Background: an optimization exercise with open tools, aiming at small area. Do not read the settings as production practice.
At most, simulation tests tie the RTL to the original design; equivalence was not proved.
No driver is modelled on the clock port, so clock power and skew are understated where the tree is cut down; a real chip needs a root buffer or a tree.
Power is estimated from default activity; no workload was simulated.

## timer
module timer(
    input clk,
    input rst,
    input IO_BTN_C, IO_BTN_L, IO_BTN_R,
    input [2:0] IO_SWITCH,
    output wire [6:0] IO_SSEG,
    output wire [3:0] IO_SSEG_SEL,
    output wire [15:0] IO_LED
);
    reg [9:0] counter;        
    reg [7:0] blink_counter;  
    reg [2:0] min;            
    reg [2:0] sec_t;          
    reg [3:0] sec_u;          
    reg [1:0] timer_state;    
    reg led;
    assign IO_LED = {16{led}};
    sev_seg U00(
        .clk(clk),
        .rst(rst),
        .min(min),
        .sec_t(sec_t),
        .sec_u(sec_u),
        .IO_SSEG_SEL(IO_SSEG_SEL),
        .IO_SSEG(IO_SSEG)
    );
    wire st_clear = (timer_state == 2'b00);
    wire st_run   = (timer_state == 2'b01);
    wire st_pause = (timer_state == 2'b10);
    wire st_done  = (timer_state == 2'b11);
    wire tick  = &{counter[9:6], counter[4:3], counter[1:0]};
    wire blink = &{blink_counter[7:5], ~blink_counter[3:0]};
    wire u_zero = ~(sec_u[3] | sec_u[2] | sec_u[1] | sec_u[0]);
    wire t_zero = ~(sec_t[2] | sec_t[1] | sec_t[0]);
    wire m_zero = ~(min[2] | min[1] | min[0]);
    wire counting = st_run & ~IO_BTN_R & ~IO_BTN_L;   
    wire second   = counting & tick;                  
    wire finished = second & u_zero & t_zero & m_zero;
    wire dec_u    = second & ~(u_zero & t_zero & m_zero);
    wire dec_t    = dec_u & u_zero;
    wire dec_m    = dec_t & t_zero;
    wire blinking = st_done & ~IO_BTN_L;              
    wire [3:0] u_dn = {u_zero | (sec_u[3] & sec_u[0]),
                       (sec_u[2] & (sec_u[1] | sec_u[0])) | (sec_u[3] & ~sec_u[0]),
  ...
==> flow/config.mk <==
export PLATFORM = sky130hd
export DESIGN_NAME = timer
export DESIGN_NICKNAME = timer
export VERILOG_FILES = /design/flow/design.v
export SDC_FILE = /design/flow/constraint.sdc
export NUM_CORES = 4
export LEC_CHECK = 0
export CAP_MARGIN = 20
export CORE_MARGIN = 2
export CORE_UTILIZATION = 40
export PLACE_DENSITY = 0.6
export SLEW_MARGIN = 20
==> flow/constraint.sdc <==
create_clock -name core_clock -period 10.0 [get_ports {clk}]
set_input_delay 2.0000 -clock core_clock [delete_from_list [all_inputs] [get_ports {clk}]]
set_output_delay 2.0000 -clock core_clock [all_outputs]
set_load 0.01 [all_outputs]
standard.sh (not shown) runs the stock make flow with config.mk's settings and CLKGATE_MAP_FILE= SYNTH_SCRIPT=/design/flow/synth_recipe.tcl, a recipe that flattens the netlist after the stock synthesis.
==> flow/flow/run.sh <==
#!/bin/bash
# The standard layout, with these changes to how it is made:
#  - after the standard synthesis, its combinational logic is mapped again
#    for area (ABC: deepsyn, choices, area-recovering mapping); the
#    registers, their names and cell types stay as the synthesis made them
#  - ports are buffered with the smallest buffer (buf_1)
#  - clock tree synthesis inserts no dummy loads, and its tree is then
#    replaced by three clkbuf_8, each driven by the clock port and driving
#    one cluster of nearby flip-flops (flow/clock_tree.tcl)
#  - after global routing, cells off the critical paths are downsized
# Logs: synth.log, reopt.log (Yosys/ABC), flow.log (make); ORFS's own logs
# stay in orfs/logs.
set -euo pipefail
export BUFFER_PORTS_ARGS="-buffer_cell sky130_fd_sc_hd__buf_1"
export CTS_ARGS="-sink_clustering_enable -repair_clock_nets -dont_use_dummy_load"
export RECOVER_POWER=100
export POST_CTS_TCL=$PWD/flow/clock_tree.tcl

PLAT=$FLOW_HOME/platforms/$FLOW_PLATFORM
LIB=$PLAT/lib/sky130_fd_sc_hd__tt_025C_1v80.lib
RES=$PWD/orfs/results/$FLOW_PLATFORM/timer/base
YOSYS=yosys
[[ -x $FLOW_HOME/../tools/install/yosys/bin/yosys ]] && YOSYS=$FLOW_HOME/../tools/install/yosys/bin/yosys

# 1. standard synthesis only
bash standard.sh "$RES/1_2_yosys.v" > synth.log 2>&1
cp "$RES/1_2_yosys.v" standard_synth.v

# 2. map the combinational logic again; registers are kept as instances
python3 flow/mkcells.py "$LIB" > comb_cells.v
DONT_USE=$(make -s -C "$FLOW_HOME" DESIGN_CONFIG="$PWD/config.mk" WORK_HOME="$PWD/orfs" print-DONT_USE_CELLS 2>/dev/null | sed -n 's/^DONT_USE_CELLS: //p')
DU=""
for c in $DONT_USE; do DU="$DU -dont_use $c"; done
$YOSYS -l reopt.log -p "
read_verilog comb_cells.v
read_liberty -lib -ignore_redef $LIB
read_verilog standard_synth.v
hierarchy -top $FLOW_TOP
flatten
hierarchy -top $FLOW_TOP
techmap
opt -purge
abc -liberty $LIB $DU -script $PWD/flow/reopt.abc
opt_clean -purge
insbuf -buf sky130_fd_sc_hd__buf_1 A X
stat -liberty $LIB
write_verilog -noattr -nohex -nodec reopt.v
" > /dev/null
cp reopt.v "$RES/1_2_yosys.v"

# 3. the rest of the standard layout
bash standard.sh > flow.log 2>&1
==> flow/flow/clock_tree.tcl <==
# Run as ORFS's POST_CTS_TCL hook (the clock buffer type and count are set
# at the end). Replace the clock tree that CTS built with NB buffers of type BUFCELL, all
# driven straight from the clock port, each driving one cluster of nearby
# flip-flops (k-means on the flip-flop positions, started from x-sorted
# groups), placed at its cluster's centre. Every flip-flop sees one buffer.
proc rebuild_clock_tree {bufcell nb} {
  set block [ord::get_db_block]
  set clk_net [$block findNet clk]
  set sinks {}
  set old {}
  foreach inst [$block getInsts] {
    if {[string match clkbuf_* [$inst getName]] || [string match clkload* [$inst getName]]} {
      lappend old $inst
      continue
    }
    foreach it [$inst getITerms] {
      if {[$it getNet] ne "NULL" && [[$it getNet] getSigType] eq "CLOCK" && [$it isInputSignal]} {
        lappend sinks $it
      }
    }
  }
  set oldnets {}
  foreach inst $old {
    foreach it [$inst getITerms] {
      set n [$it getNet]
      if {$n ne "NULL" && $n ne $clk_net && [lsearch $oldnets $n] < 0} { lappend oldnets $n }
      $it disconnect
    }
    odb::dbInst_destroy $inst
  }
  foreach n $oldnets {
    foreach it [$n getITerms] { $it disconnect }
    odb::dbNet_destroy $n
  }
  set pts {}
  foreach it $sinks {
    set b [[$it getInst] getBBox]
    lappend pts [list [expr {([$b xMin]+[$b xMax])/2.0}] [expr {([$b yMin]+[$b yMax])/2.0}] $it]
  }
  set pts [lsort -real -index 0 $pts]
  set n [llength $pts]
  set cs {}
  for {set g 0} {$g < $nb} {incr g} {
    set part [lrange $pts [expr {$g*$n/$nb}] [expr {($g+1)*$n/$nb - 1}]]
    set sx 0; set sy 0
    foreach p $part { set sx [expr {$sx + [lindex $p 0]}]; set sy [expr {$sy + [lindex $p 1]}] }
    lappend cs [list [expr {$sx/[llength $part]}] [expr {$sy/[llength $part]}]]
  }
  for {set iter 0} {$iter < 20} {incr iter} {
    set groups [lrepeat $nb {}]
    foreach p $pts {
      set best 0; set bd 1e30
      for {set g 0} {$g < $nb} {incr g} {
        set c [lindex $cs $g]
        set d [expr {abs([lindex $p 0]-[lindex $c 0]) + abs([lindex $p 1]-[lindex $c 1])}]
        if {$d < $bd} { set bd $d; set best $g }
      }
      lset groups $best [concat [lindex $groups $best] [list $p]]
    }
    set cs {}
    foreach part $groups {
      set sx 0; set sy 0
      foreach p $part { set sx [expr {$sx + [lindex $p 0]}]; set sy [expr {$sy + [lindex $p 1]}] }
      set k [expr {max(1, [llength $part])}]
      lappend cs [list [expr {$sx/$k}] [expr {$sy/$k}]]
    }
  }
  set master [[ord::get_db] findMaster $bufcell]
  for {set g 0} {$g < $nb} {incr g} {
    set part [lindex $groups $g]
    if {[llength $part] == 0} continue
    set buf [odb::dbInst_create $block $master clkbuf_root_$g]
    set net [odb::dbNet_create $block clknet_root_$g]
    $net setSigType CLOCK
    [$buf findITerm A] connect $clk_net
    [$buf findITerm X] connect $net
    foreach p $part { [lindex $p 2] connect $net }
    set c [lindex $cs $g]
    $buf setLocation [expr {int([lindex $c 0])}] [expr {int([lindex $c 1])}]
    $buf setPlacementStatus PLACED
  }
}

rebuild_clock_tree sky130_fd_sc_hd__clkbuf_8 3
detailed_placement
estimate_parasitics -placement
report_clock_skew
Other scripts of this flow, unchanged in this note and not shown: flow/flow/mkcells.py, flow/flow/reopt.abc
The first run ran to the end with no violations.
Edit:
--- a/flow/flow/run.sh
+++ b/flow/flow/run.sh
@@ -8,2 +8,2 @@
-#    replaced by three clkbuf_8, each driven by the clock port and driving
-#    one cluster of nearby flip-flops (flow/clock_tree.tcl)
+#    replaced by two clkbuf_16, each driven by the clock port and driving
+#    the half of the flip-flops nearest to it (flow/clock_tree.tcl)
--- a/flow/flow/clock_tree.tcl
+++ b/flow/flow/clock_tree.tcl
@@ -84 +84 @@
-rebuild_clock_tree sky130_fd_sc_hd__clkbuf_8 3
+rebuild_clock_tree sky130_fd_sc_hd__clkbuf_16 2
The changed run ran to the end with no violations.
Core utilization is higher by 0.17 points.
Area after synthesis stays the same.
Final cell count goes down by 0.32%.
Die area is unchanged.
Combinational power is about the same.
Final area is higher by 0.38%.
Register-to-register slack barely changes.
Edit:
--- a/flow/config.mk
+++ b/flow/config.mk
@@ -10,2 +10,2 @@
-export CORE_UTILIZATION = 40
-export PLACE_DENSITY = 0.6
+export CORE_UTILIZATION = 70
+export PLACE_DENSITY = 0.85
Effect: The changed run completed without violations; routed wire length went up by 17%; sequential share of layout area rises by 1.0 points; worst hold slack improves by 0.014 ns; utilization went up by 35 points; final cell count goes down by 12%; setup slack got worse by 0.089 ns; critical path depth came out higher by 1; total power barely changes; combinational power went up by about 3%; synthesized area stays the same; cell area went down by 2.1%.
Edit:
--- a/flow/flow/clock_tree.tcl
+++ b/flow/flow/clock_tree.tcl
@@ -84 +84 @@
-rebuild_clock_tree sky130_fd_sc_hd__clkbuf_16 2
+rebuild_clock_tree sky130_fd_sc_hd__clkbuf_8 3
--- a/flow/config.mk
+++ b/flow/config.mk
@@ -10,2 +10,2 @@
-export CORE_UTILIZATION = 70
-export PLACE_DENSITY = 0.85
+export CORE_UTILIZATION = 40
+export PLACE_DENSITY = 0.6
Sequential power is about the same.
Die area goes up by 69%.
Combinational power goes down by about 3%.
Global-route usage goes down by 14 points.
In every run of this note, the design's own scripts or RTL, not TritonCTS, make the clock network.

========
Setup of build 13:
Another version of the RTL of timer (not shown whole).
Size: ~330 cells after synthesis, about 55 flip-flops, ~35 I/O pins, about 2900 um2 of cells after synthesis.
export LEC_CHECK = 0
export CAP_MARGIN = 20
export CORE_MARGIN = 2
export CORE_UTILIZATION = 40
export PLACE_DENSITY = 0.6
export SLEW_MARGIN = 20
create_clock -name core_clock -period 10.0 [get_ports {clk}]
==> flow/flow/run.sh <==
#!/bin/bash
# The standard layout, with two changes to how it is made:
#  - ports are buffered with the smallest buffer (buf_1) instead of the
#    resizer's default choice
#  - clock tree synthesis clusters more sinks per buffer and inserts no
#    dummy loads
# Each tool's output stays in orfs/logs; the make output goes to flow.log.
set -euo pipefail
export BUFFER_PORTS_ARGS="-buffer_cell sky130_fd_sc_hd__buf_1"
export CTS_ARGS="-sink_clustering_enable -repair_clock_nets -dont_use_dummy_load -buf_list sky130_fd_sc_hd__clkbuf_4 -root_buf sky130_fd_sc_hd__clkbuf_8 -tree_buf sky130_fd_sc_hd__clkbuf_4"
bash standard.sh > flow.log 2>&1
Edits applied to the flow inputs when going from build 13 to build 31:
- ABC_AREA: unset -> 1
==> flow/run.sh (new file) <==
#!/bin/bash
# synth_recipe.tcl (not shown) runs the flow's synth.tcl, then flattens the netlist and writes it again
# the make line also repeats each setting of config.mk as NAME=value (left out here)
make -C /OpenROAD-flow-scripts/flow DESIGN_CONFIG=/design/flow/config.mk WORK_HOME=/design/flow/orfs CLKGATE_MAP_FILE= SYNTH_SCRIPT=/design/flow/synth_recipe.tcl finish
removed: flow/flow/run.sh
removed: flow/standard.sh
Findings:
Setup slack: build 31 less than build 13
| cell depth of the worst setup path | build 31 vs build 13 | 2 higher |
Share of synthesized cell area in and, or, nand and nor gates was lower in build 13 than in build 31.
Relative to build 13, the fraction of area in registers of build 31 is lower by 4.6 points.
input pin to flop as the kind of critical path was reported by build 31, and flop to primary output by build 13.
Compared with build 13, overall die height in build 31 increased by a few percent.
Cell count after synthesis: build 31 > build 13
Launch point of the critical path: rst -> build 31, U00.current_LED[0] -> build 13
Looking at global-route wire length before repair across both flows, build 31 is the weaker of the two, with build 13 ahead.
When the final numbers for build 13 and build 31 were put side by side, the cell area turned out to be smaller in build 13.
Comparing build 13 and build 31, non-clock inverter total of the final layout is higher on build 31.
Re fraction of power spent switching nets: build 31 is 11 points up on build 13.
| clock insertion delay at the later pin of the skew report | build 13 vs build 31 | ≈ equal |
[inputs] build 32 vs build 31
- ABC_AREA no longer set, was 1
==> flow/flow/run.sh (new file) <==
#!/bin/bash
# The standard layout, with two changes to how it is made:
#  - ports are buffered with the smallest buffer (buf_1) instead of the
#    resizer's default choice
#  - clock tree synthesis clusters more sinks per buffer and inserts no
#    dummy loads
# Each tool's output stays in orfs/logs; the make output goes to flow.log.
set -euo pipefail
export BUFFER_PORTS_ARGS="-buffer_cell sky130_fd_sc_hd__buf_1"
export CTS_ARGS="-sink_clustering_enable -repair_clock_nets -dont_use_dummy_load -buf_list sky130_fd_sc_hd__clkbuf_4 -root_buf sky130_fd_sc_hd__clkbuf_8 -sink_clustering_size 10 -sink_clustering_max_diameter 50"
bash standard.sh > flow.log 2>&1
==> flow/standard.sh (new file) <==
#!/bin/bash
# synth_recipe.tcl (not shown) runs the flow's synth.tcl, then flattens the netlist and writes it again
# the make line also repeats each setting of config.mk as NAME=value (left out here)
make -C /OpenROAD-flow-scripts/flow DESIGN_CONFIG=/design/flow/config.mk WORK_HOME=/design/flow/orfs CLKGATE_MAP_FILE= SYNTH_SCRIPT=/design/flow/synth_recipe.tcl "${@:-finish}"
removed: flow/run.sh
--- outcome ---
Launch point of the worst path: U00.current_LED[0] -> build 32, rst -> build 31
Taking build 32 over build 31, the area inside the core boundary ratio works out to 0.947.
Comparing post-synthesis compound-gate area fraction for build 32 and build 31, the smaller number came from build 31.
Looking at endpoint of the most critical setup path, the counter[8] result is from build 31; the IO_SSEG_SEL[3] one comes from build 32.
met1 demand-to-capacity share in global routing was lower in the run labelled build 31.
From build 31 to build 32 the numbers moved as follows: count of different cell masters after synthesis now larger, total non-filler cell area in the finished layout now smaller.
Where setup slack is concerned, build 31 is outperformed by build 32.
Build 32 against build 31: power decreased by 45% relative to the old numbers, per-cell via count in the routed design increased by 0.32 relative to the old numbers, multiplexer share of the synthesized area increased by 2.1 points relative to the old numbers, minimum clock period decreased by 0.48 ns relative to the old numbers, multi-input logic portion of the cell area increased by 5.4 points relative to the old numbers.
> inputs changed (build 32 -> build 38)
- setting ABC_AREA to 1 for the first time
diff --git a/flow/flow/run.sh b/flow/flow/run.sh
--- a/flow/flow/run.sh
+++ b/flow/flow/run.sh
@@ -9,3 +9,3 @@
 export BUFFER_PORTS_ARGS="-buffer_cell sky130_fd_sc_hd__buf_1"
-export CTS_ARGS="-sink_clustering_enable -repair_clock_nets -dont_use_dummy_load -buf_list sky130_fd_sc_hd__clkbuf_4 -root_buf sky130_fd_sc_hd__clkbuf_8 -sink_clustering_size 10 -sink_clustering_max_diameter 50"
+export CTS_ARGS="-sink_clustering_enable -repair_clock_nets -dont_use_dummy_load -sink_clustering_size 30 -sink_clustering_max_diameter 100"
 bash standard.sh > flow.log 2>&1
- The critical path capture point comes out IO_SSEG_SEL[3] in one run and counter[8] in the other, namely in build 32 and build 38 respectively.
- Status: routing usage on met1 parity (build 32, build 38)
- Worst-path cell with the longest stage delay = dfxtp_1: build 32; worst-path cell with the longest stage delay = clkinv_1: build 38
- dfxtp_1 as the leading cell type in the layout, fill and taps excluded was reported by build 32, and nand2_1 by build 38.
- Global-route wire length before repair in build 38 vs build 32: up 510 um
- Against build 32, post-route worst setup slack in build 38 came out worse.
Function was not checked in any run of this note: the RTL went through the layout flow alone.

========
wip/yarrow:
The RTL this note starts from:
==> flow/design.v <==
module sev_seg(
    input clk,
    input rst,
    input [2:0] min,
    input [2:0] sec_t,
    input [3:0] sec_u,
    output wire [3:0] IO_SSEG_SEL,
    output reg [6:0] IO_SSEG
);
    reg [1:0] current_LED;
    reg [2:0] counter;        
    reg [3:0] sel;
    reg [3:0] shown;
    reg [3:0] old_0;
    reg [2:0] old_1, old_2;
    reg seen;
    wire step = counter[2] & ~counter[1];   
    wire [1:0] next_LED = current_LED + step;
    always @(posedge clk) begin
      if (rst) begin
        counter <= 0;
        current_LED <= 0;
        sel <= 0;
        shown <= 4'd8;
        seen <= 0;
      end else begin
        counter <= {counter[1:0], ~counter[2]};
        current_LED <= next_LED;
        case (next_LED)
            2'd0: sel <= sec_u;
            2'd1: sel <= {1'b0, sec_t};
            2'd2: sel <= {1'b0, min};
            2'd3: sel <= 4'd0;
        endcase
        if (step) begin
            if (current_LED == 2'd3) seen <= 1'b1;
            case (current_LED)
                2'd3: shown <= old_0;
                2'd0: shown <= seen ? {1'b0, old_1} : 4'd8;
                2'd1: shown <= seen ? {1'b0, old_2} : 4'd8;
                2'd2: shown <= seen ? 4'd0 : 4'd8;
            endcase
        end else begin
            shown <= sel;
        end
      end
    end
    always @(posedge clk) begin
        if (step) begin
            case (current_LED)
                2'd0: old_0 <= sel;
                2'd1: old_1 <= sel[2:0];
                2'd2: old_2 <= sel[2:0];
                default: ;
            endcase
        end
    end
    assign IO_SSEG_SEL = (current_LED == 2'b00) ? 4'b1110 :
                         (current_LED == 2'b01) ? 4'b1101 :
                         (current_LED == 2'b10) ? 4'b1011 :
                         4'b0111;
    wire A = shown[3], B = shown[2], C = shown[1], D = shown[0];
    always @(*) begin
        IO_SSEG[0] = ~(A | C | (B & D) | (~B & ~D));
        IO_SSEG[1] = ~(~B | (~C & ~D) | (C & D));
        IO_SSEG[2] = ~(B | ~C | D);
        IO_SSEG[3] = ~((~B & ~D) | (C & ~D) | (B & ~C & D) | (~B & C));
        IO_SSEG[4] = ~((~B & ~D) | (C & ~D));
        IO_SSEG[5] = ~(A | (~C & ~D) | (B & ~C) | (B & ~D));
        IO_SSEG[6] = ~(A | (B & ~C) | (~B & C) | (C & ~D));
    end
endmodule
module timer(
    input clk,
    input rst,
    input IO_BTN_C, IO_BTN_L, IO_BTN_R,
    input [2:0] IO_SWITCH,
    output wire [6:0] IO_SSEG,
    output wire [3:0] IO_SSEG_SEL,
    output wire [15:0] IO_LED
);
    reg [9:0] counter;        
    reg [7:0] blink_counter;  
    reg [2:0] min;            
    reg [2:0] sec_t;          
    reg [3:0] sec_u;          
    reg [1:0] timer_state;    
    reg led;
    assign IO_LED = {16{led}};
    wire tick  = counter[9] & counter[8] & counter[7] & counter[6] & counter[5] & counter[3];
    wire blink = blink_counter[7] & blink_counter[6] & blink_counter[5] & blink_counter[4] &
                 blink_counter[3] & blink_counter[1];
    wire sec_zero = (sec_u == 4'd0) & (sec_t == 3'd0);
    wire min_zero = (min == 3'd0);
    sev_seg U00(
        .clk(clk),
        .rst(rst),
        .min(min),
        .sec_t(sec_t),
        .sec_u(sec_u),
        .IO_SSEG_SEL(IO_SSEG_SEL),
        .IO_SSEG(IO_SSEG)
    );
    always @(posedge clk) begin
      if (rst) begin
        counter <= 0;
        blink_counter <= 0;
        min <= 0; sec_t <= 0; sec_u <= 0;
        timer_state <= 0;
        led <= 1'b0;
      end else begin
        case (timer_state)
            2'b00: begin
                if (!IO_BTN_L && IO_BTN_C)
                    timer_state <= 2'b01;
                min <= IO_SWITCH[0] ? 3'd1 : IO_SWITCH[1] ? 3'd3 : IO_SWITCH[2] ? 3'd5 : 3'd0;
                sec_t <= 0; sec_u <= 0;
                led <= 1'b0;
            end
            2'b01: begin
                if (IO_BTN_R) begin
                    timer_state <= 2'b10;
                end else if (IO_BTN_L) begin
                    timer_state <= 2'b00;
                end else if (!tick) begin
                    counter <= counter + 1'b1;
                end else begin
                    counter <= 0;
                    if (!sec_zero) begin
                        if (sec_u == 4'd0) begin
                            sec_u <= 4'd9;
                            sec_t <= sec_t - 1'b1;
                        end else begin
                            sec_u <= sec_u - 1'b1;
                        end
                    end else if (!min_zero) begin
                        min <= min - 1'b1;
                        sec_t <= 3'd5; sec_u <= 4'd9;
                    end else begin
                        timer_state <= 2'b11;
                    end
                end
            end
            2'b10: begin
                if (IO_BTN_C)
                    timer_state <= 2'b01;
                else if (IO_BTN_L)
                    timer_state <= 2'b00;
            end
            2'b11: begin
                if (IO_BTN_L) begin
                    timer_state <= 2'b00;
                    led <= 1'b0;
                end else if (!blink) begin
                    blink_counter <= blink_counter + 1'b1;
                end else begin
                    blink_counter <= 0;
                    led <= ~led;
                end
            end
        endcase
      end
    end
endmodule
export LEC_CHECK = 0
export CAP_MARGIN = 20
export CORE_MARGIN = 2
export CORE_UTILIZATION = 40
export PLACE_DENSITY = 0.6
export SLEW_MARGIN = 20
create_clock -name core_clock -period 10.0 [get_ports {clk}]
==> flow/flow/run.sh <==
#!/bin/bash
# The standard layout, with two changes to how it is made:
#  - ports are buffered with the smallest buffer (buf_1) instead of the
#    resizer's default choice
#  - clock tree synthesis clusters more sinks per buffer and inserts no
#    dummy loads
# Each tool's output stays in orfs/logs; the make output goes to flow.log.
set -euo pipefail
export BUFFER_PORTS_ARGS="-buffer_cell sky130_fd_sc_hd__buf_1"
export CTS_ARGS="-sink_clustering_enable -repair_clock_nets -dont_use_dummy_load -buf_list sky130_fd_sc_hd__clkbuf_16 -root_buf sky130_fd_sc_hd__clkbuf_16 -sink_clustering_size 60 -sink_clustering_max_diameter 300"
bash standard.sh > flow.log 2>&1
wip/yarrow closes out successfully: all stages finished, all timing, DRC and antenna checks passed.
Input changes introduced in wip/amber (baseline for comparison: wip/yarrow):
==> flow/run.sh (new file) <==
#!/bin/bash
# synth_recipe.tcl (not shown) runs the flow's synth.tcl, then flattens the netlist and writes it again
# the make line also repeats each setting of config.mk as NAME=value (left out here)
make -C /OpenROAD-flow-scripts/flow DESIGN_CONFIG=/design/flow/config.mk WORK_HOME=/design/flow/orfs CLKGATE_MAP_FILE= SYNTH_SCRIPT=/design/flow/synth_recipe.tcl finish
removed: flow/flow/run.sh
removed: flow/standard.sh
Findings:
- Compared to wip/yarrow, wip/amber has mean routed wirelength per cell about 1.4% higher.
- Transition at the pin with the smallest max-transition slack is lower on wip/amber
- Reported net switching power was higher in the run labelled wip/amber.
- The met3 usage in wip/amber was higher than what wip/yarrow gave.
- The setup slack of the critical path after layout of wip/amber was inferior to that of wip/yarrow.
No run of this note included a check of the RTL's function; only the layout flow was run.

==> separate check: timing with driven ports <==
In the flow no input, the clock included, has a driving cell. The finished layouts below were timed again as built, in two steps.
Step 1 assumes that a clkbuf_16 drives the clock port and a buf_2 every other input.
Step 2, shift: input delay + t, output delay - t, t = (earliest + latest rising clock arrival at the registers) / 2. This alone moves slack from input paths to output paths.
Slacks: ideal / step 1 / step 2; pairs: ideal / step 1.
run | t (ns) | setup WS [ns] | latest minus earliest clock arrival (ns) | cell pins on the clock port's net
the first run of note 1 | 0.208 | 6.224 / 6.249 / 6.041 | 0.017 / 0.018 | 3
the second run of note 1 | 0.207 | 6.207 / 6.231 / 6.024 | 0.032 / 0.031 | 2
the third run of note 1 | 0.205 | 6.118 / 6.140 / 5.934 | 0.002 / 0.003 | 2
the fourth run of note 1 | 0.208 | 6.224 / 6.249 / 6.041 | 0.017 / 0.018 | 3
build 13 | 0.313 | 6.688 / 6.662 / 6.446 | 0.022 / 0.022 | 1
build 31 | 0.332 | 6.209 / 6.210 / 5.878 | 0.009 / 0.009 | 1
build 32 | 0.313 | 6.688 / 6.662 / 6.446 | 0.022 / 0.022 | 1
build 38 | 0.327 | 6.360 / 6.364 / 6.038 | 0.009 / 0.009 | 1
wip/yarrow | 0.313 | 6.707 / 6.677 / 6.438 | 0.011 / 0.012 | 1
wip/amber | 0.334 | 6.303 / 6.272 / 6.082 | 0.007 / 0.007 | 1
After both steps setup and hold are still met in every run listed. For build 31, which loses most, drivers alone change the setup slack by +0.001 ns; drivers and shift together by -0.331 ns.
